This is an optimization exercise on Yosys and OpenROAD, whose aim is small area, not a production implementation.
The RTL was checked by simulation tests, not by an equivalence proof against the original design.
No activity file was given, so power comes from the tool's default toggle rates.

==> design.v <==
module ALU(
    input ALU_Src,
    input [2:0]ALU_op,
    input [31:0]rs_in,rt_in,imm_in,
    output overflow,zero,bltzal_sign,
    output reg [32:0]result
    );
    always@(*)
    begin
        result = 33'b0;
        case(ALU_Src)  
            1'b0:
            begin
                case(ALU_op)
                    3'b000: result = rs_in + rt_in;    
                    3'b001: result = rs_in - rt_in;
                    3'b010: result = rs_in | rt_in;
                    3'b011: begin
                                if(rs_in[31]==1 && rt_in[31]==0 )     result = 1;
                                else if(rs_in[31]==0 && rt_in[31]==1) result = 0;
                                else if(rs_in[31]==0 && rt_in[31]==0) result = (rs_in<rt_in)?1:0;
                                else if(rs_in[31]==1 && rt_in[31]==1) result = (rs_in[30:0]<rs_in[30:0])?1:0;
                            end
                    3'b110: begin
                                if(rs_in[31] == 1) result = 1;
                                else result = 0;
                            end          
                endcase
            end
            1'b1:
            begin
                case(ALU_op)
                    3'b000: result = rs_in + imm_in;
                    3'b001: result = rs_in - imm_in;
                    3'b010: result = rs_in | imm_in;
                    3'b100: result={rs_in[31],rs_in[31:0]}+imm_in;
                    3'b101: result = imm_in; 
                endcase
            end
        endcase
    end
    assign zero=(result==0)?1:0;
    assign overflow=(ALU_op==3'b100)?( (result[32]!=result[31])?1:0 ):0;
    assign bltzal_sign = (ALU_op==3'b110 && result==1)?1:0;
endmodule
module CP0(
    input clk,rst,
    input [31:0]din,
    input [31:0]PC,
    input [5:0]HWInt,
    input [4:0]sel,
    input EPC_wr,CP0_wr,
    input EXL_set,EXL_clr,
    output reg [31:0]EPC,
    output [31:0]dout,
    output IntReq
);
    reg [15:10]IM;
    reg EXL,IE;
    wire [31:0]SR;
    assign SR={16'b0,IM,8'b0,EXL,IE};
    reg [15:10]HWInt_pend;
    wire [31:0]Cause;
    assign Cause = {16'b0,HWInt_pend,10'b0};
    reg [31:0]PRID;
    wire [31:0]prid;
    assign prid = PRID;
    assign dout = (sel==12)?SR:(sel==13)?Cause:(sel==14)?EPC:(sel==15)?prid:32'b0;
    assign IntReq = (|HWInt[5:0] & IM[15:10]) & IE & !EXL; 
    always @(posedge clk,posedge rst)
    begin
        if(rst)
        begin
            IM<=0;EXL<=0;IE<=0;PRID<=0;EPC<=0;HWInt_pend<=0;
        end
        else
        begin
            if(EXL_set) EXL<=1;
            if(EXL_clr) begin EXL<=0; HWInt_pend<=0; end
            else HWInt_pend<=HWInt;
            if(CP0_wr)
            begin
                case(sel)
                    12:
                    begin
                        IM <=din[15:10];
                        EXL<=din[1];
                        IE <=din[0];
                    end
                    15: PRID<=din;
                endcase
            end
            if(EPC_wr) EPC<=PC;
        end
    end
endmodule
module Controller_Mul (
    input clk,reset,zero,overflow,IntReq,bltzal_sign,
    input [4:0]rs,rt,      
    input [5:0]OpCode,func,
    input [31:0]addr,
    output  ALU_Src,Reg_Write,Mem_Write,Pc_Write,IR_Write,cp0_wr,EPC_wr,EXL_set,EXL_clr,wecpu,lb_sign,sb_sign,
    output  [1:0]Ext_op,Reg_Dst,
    output  [2:0]ALU_op,nPC_op,Mem_to_Reg
);
    reg [3:0] state;
    reg [3:0] next_state;
    parameter   IF        = 4'b0000;
    parameter   ID        = 4'b0001;
    parameter   EXE_ls    = 4'b0010;
    parameter   MEM_sa    = 4'b0011;
    parameter   MEM_ld    = 4'b0100;
    parameter   WB_dm     = 4'b0101;
    parameter   EXE_com   = 4'b0110;
    parameter   EXE_cal   = 4'b0111;
    parameter   WB_cal    = 4'b1000;
    parameter   WB_jal    = 4'b1001;
    parameter   EXE_jr    = 4'b1010;
    parameter   BRANCH    = 4'b1011;
    parameter   INT       = 4'b1100;
    always@(posedge clk,posedge reset)
    begin
        if(reset) state<=IF;
        else state<=next_state;
    end
    always@(*)
    begin
            next_state = IF;
            case(state)
            IF:
            begin
                next_state = ID;
            end
            ID:
            begin
                casex({OpCode,func})
                    12'b000010_xxxxxx  :next_state=BRANCH;
                    12'b000011_xxxxxx:next_state=WB_jal;
                    12'b000000_001000 :next_state=EXE_jr;
                    12'b101011_xxxxxx:next_state=EXE_ls;
                    12'b100011_xxxxxx:next_state=EXE_ls;
                    12'b101000_xxxxxx:next_state=EXE_ls;
                    12'b100000_xxxxxx:next_state=EXE_ls;
                    12'b000100_xxxxxx:next_state=EXE_com;
                    default:
                    begin
                        if(OpCode == 6'b010000)
                        begin
                            case(rs)
                                6'b00100:next_state=MEM_sa;
                                6'b00000:next_state=MEM_ld;
                                6'b10000:next_state=BRANCH;
                                default:next_state=EXE_cal;
                            endcase
                        end
                        if(OpCode==6'b000001)
                        begin
                            case(rt)
                                6'b10000:next_state=EXE_com;
                                default:next_state=ID;
                            endcase
                        end
                        else if(OpCode!=6'b010000) next_state=EXE_cal;
                    end
                endcase
            end
            EXE_ls:
            begin
                casex ({OpCode,func})
                    12'b100011_xxxxxx:next_state=MEM_ld;
                    12'b100000_xxxxxx:next_state=MEM_ld;
                    12'b101011_xxxxxx:next_state=MEM_sa;
                    12'b101000_xxxxxx:next_state=MEM_sa;
                    default:
                    begin
                        case(rs)
                            6'b00000:next_state=MEM_ld;
                            6'b00100:next_state=MEM_sa;
                            default:next_state=IF;
                        endcase
                    end 
                endcase
            end
            MEM_ld:
            begin
                next_state=WB_dm;
            end
            MEM_sa:
            begin
                next_state=IF;
            end
            WB_dm:
            begin
                if(IntReq) next_state=INT;
                else next_state=IF;
            end
            EXE_com:
            begin
                if(OpCode==6'b000001 && rt==6'b10000) next_state=WB_jal; 
                else next_state=BRANCH;
            end
            EXE_cal:
            begin
                next_state=WB_cal;
            end
            WB_cal:
            begin
                if(IntReq) next_state=INT;
                else next_state=IF;
            end
            WB_jal:
            begin
                next_state=BRANCH;
            end
            EXE_jr:
            begin
                next_state=BRANCH;
            end
            BRANCH:
            begin
                if(IntReq) next_state=INT;
                else next_state=IF;
            end
            INT:
            begin
                next_state=IF;
            end
            default: next_state=IF;
            endcase
    end
    assign ALU_Src       = (OpCode==6'b100000 || OpCode==6'b101000 || OpCode==6'b001101 || OpCode==6'b100011 || OpCode==6'b101011 || OpCode==6'b101000 || OpCode==6'b001111 || OpCode==6'b001000 || OpCode==6'b001001);
    assign Mem_to_Reg[2] = ((OpCode==6'b010000 && rs==6'b00000) || (state==WB_dm && addr>32'h7EFF));
    assign Mem_to_Reg[1] = (OpCode==6'b000011  || overflow || (state==WB_dm && addr>32'h7EFF) || (OpCode==6'b000001 && rt==6'b10000));
    assign Mem_to_Reg[0] = ((OpCode==6'b100011 && addr<32'h0000_3000) || (OpCode==6'b100000 && addr<32'h0000_3000) || overflow || (OpCode==6'b010000 && rs==6'b00000));
    assign Reg_Dst[1]    = (OpCode==6'b000011 || overflow || (OpCode==6'b000001 && rt==6'b10000));
    assign Reg_Dst[0]    = (OpCode==6'b0 && (func==6'b100001 || func==6'b100011 || func==6'b101010) || overflow);
    assign nPC_op[2]     = (state==INT || (OpCode==6'b010000 && rs==6'b10000));
    assign nPC_op[1]     = (state!=INT && state==BRANCH && (OpCode==6'b000010 || OpCode==6'b000011 || (OpCode==6'b0 && func==6'b001000)));
    assign nPC_op[0]     = (state!=INT && ((state==BRANCH && ((OpCode==6'b000001 && rt==6'b10000) || (OpCode==6'b000100 && zero==1) || (OpCode==6'b0 && func===6'b001000))) || (OpCode==6'b010000 && rs==6'b10000)));
    assign Ext_op[1]     = (OpCode==6'b001111);
    assign Ext_op[0]     = (OpCode==6'b100011 || OpCode==6'b101011 || OpCode==6'b100000 || OpCode==6'b101000 || OpCode==6'b100011 || OpCode==6'b001000 || OpCode==6'b001001);
    assign ALU_op[2]     = (OpCode==6'b001000 || OpCode==6'b001111 || (OpCode==6'b000001 && rt==6'b10000));   
    assign ALU_op[1]     = (OpCode==6'b001101 || (OpCode==0 && func==6'b101010) || (OpCode==6'b000001 && rt==6'b10000));   
    assign ALU_op[0]     = ((OpCode==6'b0 && func==6'b100011) || (OpCode==6'b0 && func==6'b101010) || OpCode==6'b001111 || OpCode==6'b000100);
    assign lb_sign       = (OpCode==6'b100000);
    assign sb_sign       = (OpCode==6'b101000);
    assign EXL_clr       = (OpCode==6'b010000 && rs==6'b10000);
    assign Pc_Write      = (state==INT || state==IF || (state==BRANCH && OpCode!=6'b000100 && OpCode!=6'b000001) || (state==BRANCH && OpCode==6'b000100 && zero) || (state==BRANCH && OpCode==6'b000001 && rt==6'b10000 && bltzal_sign));
    assign IR_Write      = (state==IF); 
    assign Reg_Write     = (state==WB_jal || state==WB_cal || state==WB_dm);
    assign Mem_Write     = (state==MEM_sa && OpCode!=6'b010000 && addr < 32'h0000_3000);
    assign cp0_wr        = ((state==MEM_sa && OpCode==6'b010000) || state==INT);
    assign EPC_wr        = (state==INT);
    assign EXL_set       = (state==INT);
    assign wecpu         = (state==MEM_sa && addr > 32'h0000_7EFF);
endmodule
module Extender(
    input [15:0]Imm,
    input [1:0]Ext_op,
    output reg [31:0]Ext_result
    );
    always@(*)
    begin
        Ext_result = 32'b0;
        case(Ext_op)
            2'b00: Ext_result = { {16{1'b0}} , Imm };
            2'b01: Ext_result = { {16{Imm[15]}} , Imm};
            2'b10: Ext_result = { Imm , {16{1'b0}} };
        endcase
    end
endmodule
module IR(
    input clk,rst,IR_Write,
    input [31:0] ins,
    output reg[5:0]OpCode,func,
    output reg[4:0]shamt,rt,rd,rs,
    output reg[15:0]Imm,
    output reg[25:0]Imm_abs
);
    reg [31:0]ins_out;
    always@(posedge clk,posedge rst)
    begin
        if(rst)
        begin
            ins_out<=0; Imm<=0; Imm_abs<=0; func<=0; shamt<=0; rd<=0; rt<=0; rs<=0; OpCode<=0;
        end
        else if(IR_Write)
        begin
            ins_out<=ins;
            Imm<=ins[15:0];
            Imm_abs<=ins[25:0];
            func<=ins[5:0];
            shamt<=ins[10:6];
            rd<=ins[15:11];
            rt<=ins[20:16];
            rs<=ins[25:21];
            OpCode<=ins[31:26];
        end
    end
endmodule
module Pc(
    input clk,rst,Pc_Write,
    input [31:0]pc_next,
    output reg[31:0] pc
);
    always@(posedge clk,posedge rst)
    begin
        if(rst) pc<=32'h0000_3000;
        else
        begin
            if(Pc_Write) pc<=pc_next;
            else pc<=pc;
        end
    end
endmodule
module RegFile(
    input reset,clk,Reg_Write,
    input [1:0]Reg_Dst,
    input [2:0]Mem_to_Reg,
    input [31:0]data_dm,data_CP0,data_PrRD,
    input [31:0]t0,  
    input [31:0]data_alu,
    input [4:0]rs,rt,rd,
    output [31:0]rs_out,rt_out
);
    reg[31:0] regfile[31:0];
    integer i;
    always@(posedge clk,posedge reset)
    begin
        if(reset)
            for(i=0;i<32;i=i+1) regfile[i]<=32'h0000_0000;
        else
        begin   
            if(regfile[30]==1) regfile[30]<=0;
            if(Reg_Write)       
            begin
                case(Reg_Dst)
                    2'b00: 
                    begin
                        if(rt!=5'b0)
                        begin
                            case(Mem_to_Reg)
                                3'b000: regfile[rt]<=data_alu;
                                3'b001: regfile[rt]<=data_dm;
                                3'b101: regfile[rt]<=data_CP0;
                                3'b110: regfile[rt]<=data_PrRD;
                            endcase
                        end
                    end   
                    2'b01:
                    begin
                        if(rd!=5'b0)
                        begin
                            case(Mem_to_Reg)
                                3'b000: regfile[rd]<=data_alu;
                                3'b001: regfile[rd]<=data_dm;
                            endcase
                        end
                    end    
                    2'b10: regfile[31]<=t0;
                endcase
                if(Reg_Dst==2'b11)
                begin
                    case(Mem_to_Reg)
                        3'b011: regfile[30]<=1;
                    endcase
                end
            end
        end
    end
    assign rs_out = regfile[rs];   
    assign rt_out = regfile[rt];
endmodule
module Temp_Reg_A(
    input clk,
    input [31:0]data_in,
    output reg [31:0]data_out
);
    always@(posedge clk)
    begin
        data_out<=data_in;
    end
endmodule
module Temp_Reg_ALU(
    input clk,
    input [31:0]data_in,
    output reg [31:0]data_out
);
    always@(posedge clk)
    begin
        data_out<=data_in;
    end
endmodule
module Temp_Reg_B(
    input clk,
    input [31:0]data_in,
    output reg [31:0]data_out
);
    always@(posedge clk)
    begin
        data_out<=data_in;
    end
endmodule
module Temp_Reg_DM(
    input clk,
    input lb_sign,
    input [31:0]data_in,
    output reg [31:0]data_out
);
    reg lb_pos;
    always@(posedge clk)
    begin
        if(!lb_sign) data_out<=data_in;
        else data_out<={ {24{data_in[7]}}  , data_in[7:0] };
    end
endmodule
module bridge (
    input [31:0]PrAddr,
    input [31:0]PrWD,
    input [31:0]dev0_rd,dev1_rd,dev2_rd,
    input IRQ,
    input wecpu,
    output we_dev0,we_dev2,
    output [5:0]HWInt,
    output [31:0]PrRD,
    output [31:0]DEV_WD,
    output [1:0]DEV_addr
);
    assign we_dev0 = wecpu && (PrAddr[31:4] == 'h0000_7F0);
    assign we_dev2 = wecpu && (PrAddr[31:4] == 'h0000_7F2);
    assign DEV_WD = PrWD;
    wire Hit_dev0,Hit_dev1,Hit_dev2;  
    assign Hit_dev0 = (PrAddr[31:4] == 'h0000_7F0);
    assign Hit_dev1 = (PrAddr[31:4] == 'h0000_7F1);
    assign Hit_dev2 = (PrAddr[31:4] == 'h0000_7F2);
    assign PrRD = (Hit_dev0)?dev0_rd:(Hit_dev1)?dev1_rd:(Hit_dev2)?dev2_rd:32'hffff_ffff;
    assign DEV_addr = PrAddr[3:2];
    assign HWInt = {5'b0,IRQ};
endmodule
module timer (
    input clk_i,rst_i,we_i,clk,
    input [3:2]addr_i,
    input [31:0]data_in,
    output [31:0]data_out,
    output reg IRQ
);
    reg [31:0]CTRL,PRESET,COUNT;
    assign data_out = 32'b0;
    always @(posedge clk,posedge rst_i) 
    begin
        if(rst_i) begin CTRL<=0;PRESET<=0;IRQ<=0; COUNT<=0;end
        else
        begin
            if(CTRL[2:1]==2'b00)
            begin
                if(COUNT!=0 && CTRL[0]==1) COUNT<=COUNT-1;
                if(COUNT==0)
                begin
                    CTRL[0]<=0;
                    if(CTRL[3]==1)
                    begin
                        IRQ<=1;
                        CTRL[3]<=0;
                    end
                end
            end
            if(CTRL[2:1]==2'b01)
            begin
                if(COUNT!=0 && CTRL[0]==1) COUNT<=COUNT-1;
                if(COUNT==0)
                begin
                    COUNT<=PRESET;
                    if(CTRL[3]==1)  IRQ<=1;
                end
            end
            if(IRQ==1) IRQ<=0;
            if(we_i)
            begin
                case(addr_i)  
                    2'b00: CTRL<=data_in;
                    2'b01: begin PRESET<=data_in;COUNT<=data_in; end
                endcase
            end
        end
    end
endmodule
module nPc(
    input rst,
    input [2:0]nPC_op,
    input [31:0]pc_now,
    input [15:0]imm_com,
    input [25:0]imm_abs,
    input [31:0]pc_jr,
    input [31:0]EPC,
    output reg [31:0] pc_next
);
    reg [31:0]t0;
    always@(*)
    begin
        t0 = pc_now+4;
        pc_next = t0;
        if(rst) pc_next = 32'h0000_3004;
        else
        begin
            t0 = pc_now+4;
            case(nPC_op)
                3'b000 : pc_next = t0;
                3'b001 : pc_next = pc_now + { {14{imm_com[15]}} , imm_com , 2'b00 };
                3'b010 : pc_next = { pc_now[31:28] , imm_abs , 2'b00 };
                3'b011 : pc_next = pc_jr;
                3'b100 : pc_next = 32'h0000_4180;
                3'b101 : pc_next = EPC;
            endcase 
        end
    end
endmodule
module sb (
    input sb_sign,
    input [31:0]data_in,
    input [23:0]pre_dm,
    output reg[31:0]data_out
);
    always@(*)
    begin
        if(!sb_sign) data_out = data_in;
        else data_out = {pre_dm,data_in[7:0] };
    end
endmodule
module output_equip(
    input clk,rst,WR_en,
    input addr,
    input [31:0]din,
    output [31:0]dout,
    output [31:0]out0,out1
);
    reg [31:0]regfile[1:0];
    assign out0 = regfile[0];
    assign out1 = regfile[1];
    assign dout = (addr == 1'b1)?regfile[1]:32'h0;
    always@(posedge clk,posedge rst)
    begin
        if(rst) begin regfile[0]<=0;regfile[1]<=0; end
        else begin
            if(WR_en)
            begin
                case(addr)
                    1'b0: regfile[0]<=din;
                    1'b1: regfile[1]<=din;
                endcase
            end
        end
    end
endmodule
module input_equip(
    input [31:0] din,
    output [31:0] dout
);
    reg [31:0] data_in;
    always@(*)
    begin
        data_in = din;
    end
    assign dout = data_in;
endmodule
module mips(clk,rst,PrAddr,PrRD,PrWD,wecpu,HWInt,imem_addr,imem_rdata,dmem_addr,dmem_wdata,dmem_we,dmem_rdata);
    input clk;
    input rst;
    input [5:0] HWInt;
    input [31:0] PrRD;
    output wecpu;
    output [31:0]PrAddr,PrWD;
    output [12:0] imem_addr;
    input  [31:0] imem_rdata;
    output [13:0] dmem_addr;
    output [31:0] dmem_wdata;
    output dmem_we;
    input  [31:0] dmem_rdata;
wire        EXL_clr,zero,overflow,ALU_Src,Reg_Write,Mem_Write,Pc_Write,IR_Write,condition,lb_sign,sb_sign,IntReq,CP0_wr,EPC_wr,EXL_set,bltzal_sign;
wire [1:0]  Reg_Dst,Ext_op;
wire [2:0]  ALU_op,Mem_to_Reg,nPC_op;
wire [4:0]  shamt,rs,rt,rd;
wire [5:0]  OpCode,func;
wire [15:0] Imm;
wire [23:0] pre_dm;
wire [25:0] Imm_abs;
wire [31:0] t0,pc_now,pc_next,rs_out,rt_out,Ext_out,dout_ins,dout_dm,data_dm,data_alu,rs_into_A,rt_into_B,rt_out_pro,data_CP0,EPC;
wire [32:0] result_alu;
assign PrWD = rt_out;
assign PrAddr = data_alu; 
Controller_Mul #(
    .IF      ( 4'b0000 ),
    .ID      ( 4'b0001 ),
    .EXE_ls  ( 4'b0010 ),
    .MEM_sa  ( 4'b0011 ),
    .MEM_ld  ( 4'b0100 ),
    .WB_dm   ( 4'b0101 ),
    .EXE_com ( 4'b0110 ),
    .EXE_cal ( 4'b0111 ),
    .WB_cal  ( 4'b1000 ),
    .WB_jal  ( 4'b1001 ),
    .EXE_jr  ( 4'b1010 ),
    .BRANCH  ( 4'b1011 ),
    .INT     ( 4'b1100 ))
 u_Controller_Mul (
    .clk                     ( clk                ),
    .reset                   ( rst                ),
    .zero                    ( zero               ),
    .overflow                ( overflow           ),
    .OpCode                  ( OpCode             ),
    .func                    ( func               ),
    .rs                      ( rs                 ),
    .rt                      ( rt                 ),
    .IntReq                  ( IntReq             ),
    .addr                    ( data_alu           ),
    .bltzal_sign             ( bltzal_sign        ),
    .ALU_Src                 ( ALU_Src      ),
    .Reg_Write               ( Reg_Write    ),
    .Mem_Write               ( Mem_Write    ),
    .Pc_Write                ( Pc_Write     ),
    .IR_Write                ( IR_Write     ),
    .Ext_op                  ( Ext_op       ),
    .Reg_Dst                 ( Reg_Dst      ),
    .nPC_op                  ( nPC_op       ),
    .Mem_to_Reg              ( Mem_to_Reg   ),
    .ALU_op                  ( ALU_op       ),
    .lb_sign                 ( lb_sign      ),
    .sb_sign                 ( sb_sign      ),
    .wecpu                   ( wecpu        ), 
    .cp0_wr                  ( CP0_wr       ),
    .EPC_wr                  ( EPC_wr       ),
    .EXL_set                 ( EXL_set      ),
    .EXL_clr                 ( EXL_clr      )
);
CP0  u_CP0 (
    .clk                     ( clk       ),
    .rst                     ( rst       ),
    .din                     ( rt_out    ),
    .PC                      ( pc_now    ),
    .HWInt                   ( HWInt     ),
    .sel                     ( rd        ),
    .EPC_wr                  ( EPC_wr    ),
    .CP0_wr                  ( CP0_wr    ),
    .EXL_set                 ( EXL_set   ),
    .EXL_clr                 ( EXL_clr   ),
    .EPC                     ( EPC       ),
    .dout                    ( data_CP0  ),
    .IntReq                  ( IntReq    )
);
nPc  u_nPc (
    .rst                     ( rst       ),
    .nPC_op                  ( nPC_op    ),
    .pc_now                  ( pc_now    ),
    .pc_jr                   ( rs_out    ),
    .imm_com                 ( Imm       ),
    .imm_abs                 ( Imm_abs   ),
    .EPC                     ( EPC       ),
    .pc_next                 ( pc_next   )
);
Pc  u_Pc (
    .clk                     ( clk           ),
    .rst                     ( rst           ),
    .Pc_Write                ( Pc_Write      ),
    .pc_next                 ( pc_next       ),
    .pc                      ( pc_now        )
);
assign imem_addr = pc_now[12:0];
assign dout_ins  = imem_rdata;
IR  u_IR (
    .clk                     ( clk              ),
    .rst                     ( rst              ),
    .IR_Write                ( IR_Write         ),
    .ins                     ( dout_ins         ),
    .OpCode                  ( OpCode           ),
    .func                    ( func             ),
    .shamt                   ( shamt            ),
    .rt                      ( rt               ),
    .rd                      ( rd               ),
    .rs                      ( rs               ),
    .Imm                     ( Imm              ),
    .Imm_abs                 ( Imm_abs          )
);
RegFile  u_RegFile (
    .reset                   ( rst            ),
    .clk                     ( clk            ),
    .Reg_Write               ( Reg_Write      ),
    .Mem_to_Reg              ( Mem_to_Reg     ),
    .Reg_Dst                 ( Reg_Dst        ),
    .data_dm                 ( data_dm        ),
    .t0                      ( pc_now         ),
    .data_alu                ( data_alu       ),
    .rs                      ( rs             ),
    .rt                      ( rt             ),
    .rd                      ( rd             ),
    .data_CP0                ( data_CP0       ),
    .data_PrRD               ( PrRD           ),
    .rs_out                  ( rs_into_A      ),
    .rt_out                  ( rt_into_B      )
);
Temp_Reg_A  u_Temp_Reg_A (
    .clk                     ( clk          ),
    .data_in                 ( rs_into_A    ),
    .data_out                ( rs_out       ) 
);
Temp_Reg_B  u_Temp_Reg_B (
    .clk                     ( clk          ),
    .data_in                 ( rt_into_B    ),
    .data_out                ( rt_out       ) 
);
Extender  u_Extender (
    .Imm                     ( Imm          ),
    .Ext_op                  ( Ext_op       ),
    .Ext_result              ( Ext_out      )
);
ALU  u_ALU (
    .ALU_Src                 ( ALU_Src      ),
    .ALU_op                  ( ALU_op       ),
    .rs_in                   ( rs_out       ),
    .rt_in                   ( rt_out       ),
    .imm_in                  ( Ext_out      ),
    .overflow                ( overflow     ),
    .zero                    ( zero         ),
    .result                  ( result_alu   ),
    .bltzal_sign             ( bltzal_sign  )
);
Temp_Reg_ALU  u_Temp_Reg_ALU (
    .clk                     ( clk                ),
    .data_in                 ( result_alu[31:0]   ),
    .data_out                ( data_alu           )
);
sb  u_sb (
    .sb_sign                 ( sb_sign             ),
    .data_in                 ( rt_out              ),
    .pre_dm                  ( dout_dm[31:8]       ),
    .data_out                ( rt_out_pro          )
);
assign dmem_addr  = data_alu[13:0];
assign dmem_wdata = rt_out_pro;
assign dmem_we    = Mem_Write;
assign dout_dm    = dmem_rdata;
Temp_Reg_DM  u_Temp_Reg_DM (  
    .clk                     ( clk             ),
    .data_in                 ( dout_dm         ),
    .lb_sign                 ( lb_sign         ),
    .data_out                ( data_dm         )
);
endmodule
module mach(
    input clk,rst,
    input [31:0] in,
    output [12:0] imem_addr,
    input  [31:0] imem_rdata,
    output [13:0] dmem_addr,
    output [31:0] dmem_wdata,
    output dmem_we,
    input  [31:0] dmem_rdata,
    output [31:0] out0,
    output [31:0] out1
);
wire wecpu,we_output_equip,we_timer;
wire [1:0]DEV_addr;
wire [5:0]HWInt;
wire [31:0] PrRD,PrAddr,PrWD,data_timer,data_input_equip,data_output_equip,DEV_WD;
wire IRQ;
mips  u_mips (
    .clk                     ( clk      ),
    .rst                     ( rst      ),
    .HWInt                   ( HWInt    ),
    .PrRD                    ( PrRD     ),
    .wecpu                   ( wecpu    ),
    .PrAddr                  ( PrAddr   ),
    .PrWD                    ( PrWD     ),
    .imem_addr               ( imem_addr  ),
    .imem_rdata              ( imem_rdata ),
    .dmem_addr               ( dmem_addr  ),
    .dmem_wdata              ( dmem_wdata ),
    .dmem_we                 ( dmem_we    ),
    .dmem_rdata              ( dmem_rdata )
);
bridge  u_bridge (
    .PrAddr                  ( PrAddr               ),
    .PrWD                    ( PrWD                 ),
    .dev0_rd                 ( data_timer           ),
    .dev1_rd                 ( data_input_equip     ),
    .dev2_rd                 ( data_output_equip    ),
    .IRQ                     ( IRQ                  ),
    .wecpu                   ( wecpu                ),
    .we_dev0                 ( we_timer           ),
    .we_dev2                 ( we_output_equip    ),
    .HWInt                   ( HWInt              ),
    .PrRD                    ( PrRD               ),
    .DEV_WD                  ( DEV_WD             ),
    .DEV_addr                ( DEV_addr           )
);
timer  u_timer (
    .clk                     ( clk             ),
    .clk_i                   ( 1'b0            ),
    .rst_i                   ( rst             ),
    .we_i                    ( we_timer        ),
    .addr_i                  ( DEV_addr        ),
    .data_in                 ( DEV_WD          ),
    .data_out                ( data_timer      ),
    .IRQ                     ( IRQ             )
);
input_equip  u_input_equip (
    .din                     ( in                    ),
    .dout                    ( data_input_equip      )
);
output_equip  u_output_equip (
    .clk                     ( clk                 ),
    .rst                     ( rst                 ),
    .WR_en                   ( we_output_equip     ),
    .addr                    ( DEV_addr[0]         ),
    .din                     ( DEV_WD              ),
    .dout                    ( data_output_equip   ),
    .out0                    ( out0                ),
    .out1                    ( out1                )
);
endmodule
==> run.sh <==
#!/bin/bash
# synth_recipe.tcl (not shown) runs the flow's synth.tcl, then flattens the netlist and writes it again
# the make line also repeats each setting of config.mk as NAME=value (left out here)
make -C /OpenROAD-flow-scripts/flow DESIGN_CONFIG=/design/flow/config.mk WORK_HOME=/design/flow/orfs CLKGATE_MAP_FILE= SYNTH_SCRIPT=/design/flow/synth_recipe.tcl finish
==> config.mk <==
export PLATFORM = sky130hd
export DESIGN_NAME = mach
export DESIGN_NICKNAME = mach
export VERILOG_FILES = /design/flow/design.v
export SDC_FILE = /design/flow/constraint.sdc
export NUM_CORES = 4
export LEC_CHECK = 0
export CAP_MARGIN = 20
export CORE_MARGIN = 2
export CORE_UTILIZATION = 40
export SLEW_MARGIN = 20
==> constraint.sdc <==
create_clock -name core_clock -period 12.0 [get_ports {clk}]
set_input_delay 2.4000 -clock core_clock [delete_from_list [all_inputs] [get_ports {clk}]]
set_output_delay 2.4000 -clock core_clock [all_outputs]
set_load 0.01 [all_outputs]
==> summary.txt <==
[final cells by class]
class	count	area [µm²]	share of cell area, %
diodes	44	110	0.118
clock buffers	229	4680	5.01
clock inverters	79	1120	1.20
inverters	180	679	0.728
multi-input cells	5564	43800	46.9
flip-flops and latches	1426	35000	37.6
well taps	2672	3340	3.58
repair buffers	502	4540	4.86
[power by group through the flow]
stage / logic, mW / registers (mW) / clock network, mW
after floorplan: 8.55 / 7.86 / 0
after global placement: 14.1 / 8.92 / 0
after detailed placement: 14.1 / 8.96 / 0
after CTS: 14.2 / 8.89 / 5.46
after global routing: 15.4 / 9.15 / 5.64
final: 15.0 / 9.11 / 5.44
[critical path: cells and delay by family, from the launching register on]
| kind | cells | cell delay (ns) |
|---|---|---|
| AOI/OAI and AO/OA | 14 | 4.54 |
| and+or+nand+nor | 15 | 3.38 |
| adders and majority gates | 3 | 0.84 |
| buffers and inverters | 3 | 0.54 |
| DFF | 1 | 0.53 |
| muxes | 1 | 0.32 |
| xor gates and xnor gates | 1 | 0.19 |
[how the worst min path moves through the flow]
stage                       from           endpoint  depth (start not counted)
6_report       u_timer.PRESET[6]  u_timer.PRESET[6]                          2
5_1_grt        u_timer.PRESET[6]  u_timer.PRESET[6]                          2
4_1_cts        u_timer.PRESET[6]  u_timer.PRESET[6]                          2
3_5_place_dp   u_timer.PRESET[6]  u_timer.PRESET[6]                          2
3_3_place_gp   u_timer.PRESET[6]  u_timer.PRESET[6]                          2
2_1_floorplan        u_timer.IRQ        u_timer.IRQ                          1
[per-layer routing]
| metal | routed length [µm] | track usage, % | up-vias |
|---|---|---|---|
| met2 | 179000 | 58.7 | 7098 |
| met5 | 503 | 1.59 | - |
| met1 | 155000 | 48.7 | 38787 |
| met4 | 45800 | 33.6 | 34 |
| met3 | 61700 | 17.4 | 2325 |
| li1 | - | - | 30100 |
[kinds of logic after synthesis]
kind of cell | synth area share (%)
fa+ha+maj | 3.53
flops | 43.0
compound gates | 22.5
xor+xnor | 0.699
buf+inv | 4.49
mux | 16.3
simple gates | 9.38
[metrics by stage]
stage          total power [mW]  hold slack, ns  area, µm²  utilization, %  setup WS (ns)
2_1_floorplan              16.4           0.424      81400               -         -11.11
3_3_place_gp               23.0           0.445      87300            43.1           1.29
3_5_place_dp               23.1           0.450      87300            43.1           1.66
4_1_cts                    28.6           0.463      93100            46.0           1.60
5_1_grt                    30.2           0.491      93200            46.1          0.890
6_report                   29.6           0.460      93300            46.1           1.48
[Yosys cell counts, drive strengths merged (69+ instances only)]
master and n:
dfrtp 1296, mux2 1158, clkbuf 556, nand2 444, o21ai 425, nor2 409
a21oi 370, a221oi 359, a22oi 345, a22o 336, ha 222, inv 179
buf 168, nand3 164, nand4 153, dfxtp 128, nor3 94, a31oi 87
o221ai 76, o32a 69
[layout by cell type (no fill, tap or decap), drive strengths merged, types with 49 or more instances in the layout]
master         instances
dfrtp               1296
mux2                1158
nand2                444
o21ai                425
nor2                 409
a21oi                370
a221oi               359
a22oi                345
a22o                 336
buf                  281
clkbuf               229
ha                   222
clkdlybuf4s50        221
inv                  185
nand3                164
nand4                153
dfxtp                128
nor3                  94
a31oi                 87
o221ai                76
o32a                  69
o211ai                53
nand2b                53
o31ai                 49
==> results.yml <==
finish:
  final_cell_count_no_fill: 10696
  top_regs: "u_mips.u_RegFile.regfile x1024, u_output_equip.regfile x64"
  syn2layout_area_growth_pct: 14.5
  largest_reg_flops: 1024
  top_register: "u_mips.u_RegFile.regfile"
  fillCellCount: 18916
  final_nets: 8162
  drive_gt1_share_pct: 15.9
route:
  viasPerCell: 7.32
  num_vias: 78344
  routed_wirelength_um: 442000
  drt_first_pass_iters: 8
  postRouteAntennaNets: 0
  drt_iter0_drc: 14055
  wire_per_inst_um: 41.3
  drc_errors: 0
global_route:
  grt_pass1_wl_um: 602000
  grt_overflow: 0
  grt_pass1_vias: 74093
  grt_max_degree: 187
  grt_antenna_before_repair: 47
  grt_usage_pct: 41.4
clock_tree:
  clock-sinks: 1426
  cts_resized: 0
  cts_tree: "done"
  clk_latency_ns: 0.88
  cts_made_buffers: 163
  clkSlewWorstSetupHoldPaths_ns: 0.06
  cts_hold_buffers: 0
  cts_setup_buffers: 0
  clockRootBuffer: "clkbuf_16"
  clock_path_buffers: 3
  cts_max_level: 4
power_and_ir_drop:
  cellLeakagePower_nw: 36.8
  ir_worst_vdd_v: 0.000227
  p_comb_share_pct: 50.8
  p_per_area_nw_per_um2: 317
  netSwitchingFraction_pct: 49.8
  internal-power_mw: 14.8
  seqPwrFrac_pct: 30.8
  switchingPower_mw: 14.7
  pwr-share-clk_pct: 18.4
critical_path:
  r2r-end: "u_mips.u_Pc.pc[28]"
  reg2reg_from: "u_mips.u_IR.OpCode[0]"
  crit_path_end_kind: "register"
  crit_path_top_delay_cell: "a2111oi_1"
  crit_arrival_ns: 11.24
  crit_required_ns: 12.72
  crit_top_cell: "nand3_1"
  crit_start: "u_mips.u_IR.OpCode[0]"
  max_stage_delay_ns: 1.04
  r2r_slack_ns: 1.48
  crit_path_max_fanout: 29
  reg2reg_depth: 37
  critPathLaunchType: "register"
  crit_end: "u_mips.u_Pc.pc[28]"
  critPathKind: "reg2reg"
timing:
  final.period_utilization_pct: 87.7
  relSlewSlack_pct: 10.0
  tightest_slew_ns: 1.34
  period_needed_ns: 10.52
  hold_viol_final: 0
  final.setup.tns_ns: 0
  timing.final.max_slew_violations: 0
  rsz0062_at_grt: "no"
  setup_viol: 0
  max_freq_mhz: 95.1
  finClkSkew_ns: 0.0620
floorplan:
  dieArea_um2: 207000
  die_width_um: 455
  rows: 165
  core_um2: 202000
  initial_core_util_pct: 40.3
  pin_count: 222
  die_y_um: 455
placed_design:
  post-dp-hpwl_um: 281000
  gp_congestion: 1.04
  numPortBuffers: 221
  dp.cells: 10341
synth:
  postSynth.asyncResetShare_pct: 91.0
  synth_ff_type: "dfrtp_1"
  syn_nets: 8219
  yosysTopAreaCell: "dfrtp_1"
  syn-instance-count: 7894
  ys_types: 96
  yosys_warnings: 18
  synth_area_leaders: "dfrtp_1, mux2_1, mux2_2, a221oi_1, a22o_1"
  synth-seq-cells: 1426
  syn-cell-area_um2: 81400
  syn_avg_cell_area_um2: 10.3
  synth_top_area_share_pct: 39.8
  ys_seq_area_share_pct: 43.0
  synth-edff-count: 0
flow_run:
  max-cap-violations: 0
worst_hold_path:
  hold_path_class: "reg2reg"
run_status:
  status: "finished clean"

port drivers added, routing unchanged:
The flow's constraints put no driver on any port. The routed layout listed below was extracted and timed again, unchanged, in two steps. Step 1, drivers: a clkbuf_16 drives clk and a buf_2 each remaining input, both assumed. Step 2 adds t to the input delays and takes it off the output delays; t is the mean of the earliest and latest rising clock arrival at the registers after step 1. Input paths then give back, and output paths get back, about the clock's delay inside the block. Three values: ideal, step 1, step 2; two values: the first two.
t (ns): 0.929
setup slack, ns: 1.481 / 1.481 / 1.481
hold slack, ns: 0.460 / 0.460 / 0.460
cell pins on the clock port's net: 1
After both steps this run still meets setup and hold. For this run, drivers alone change the setup slack by 0.000 ns; drivers and shift together by 0.000 ns.
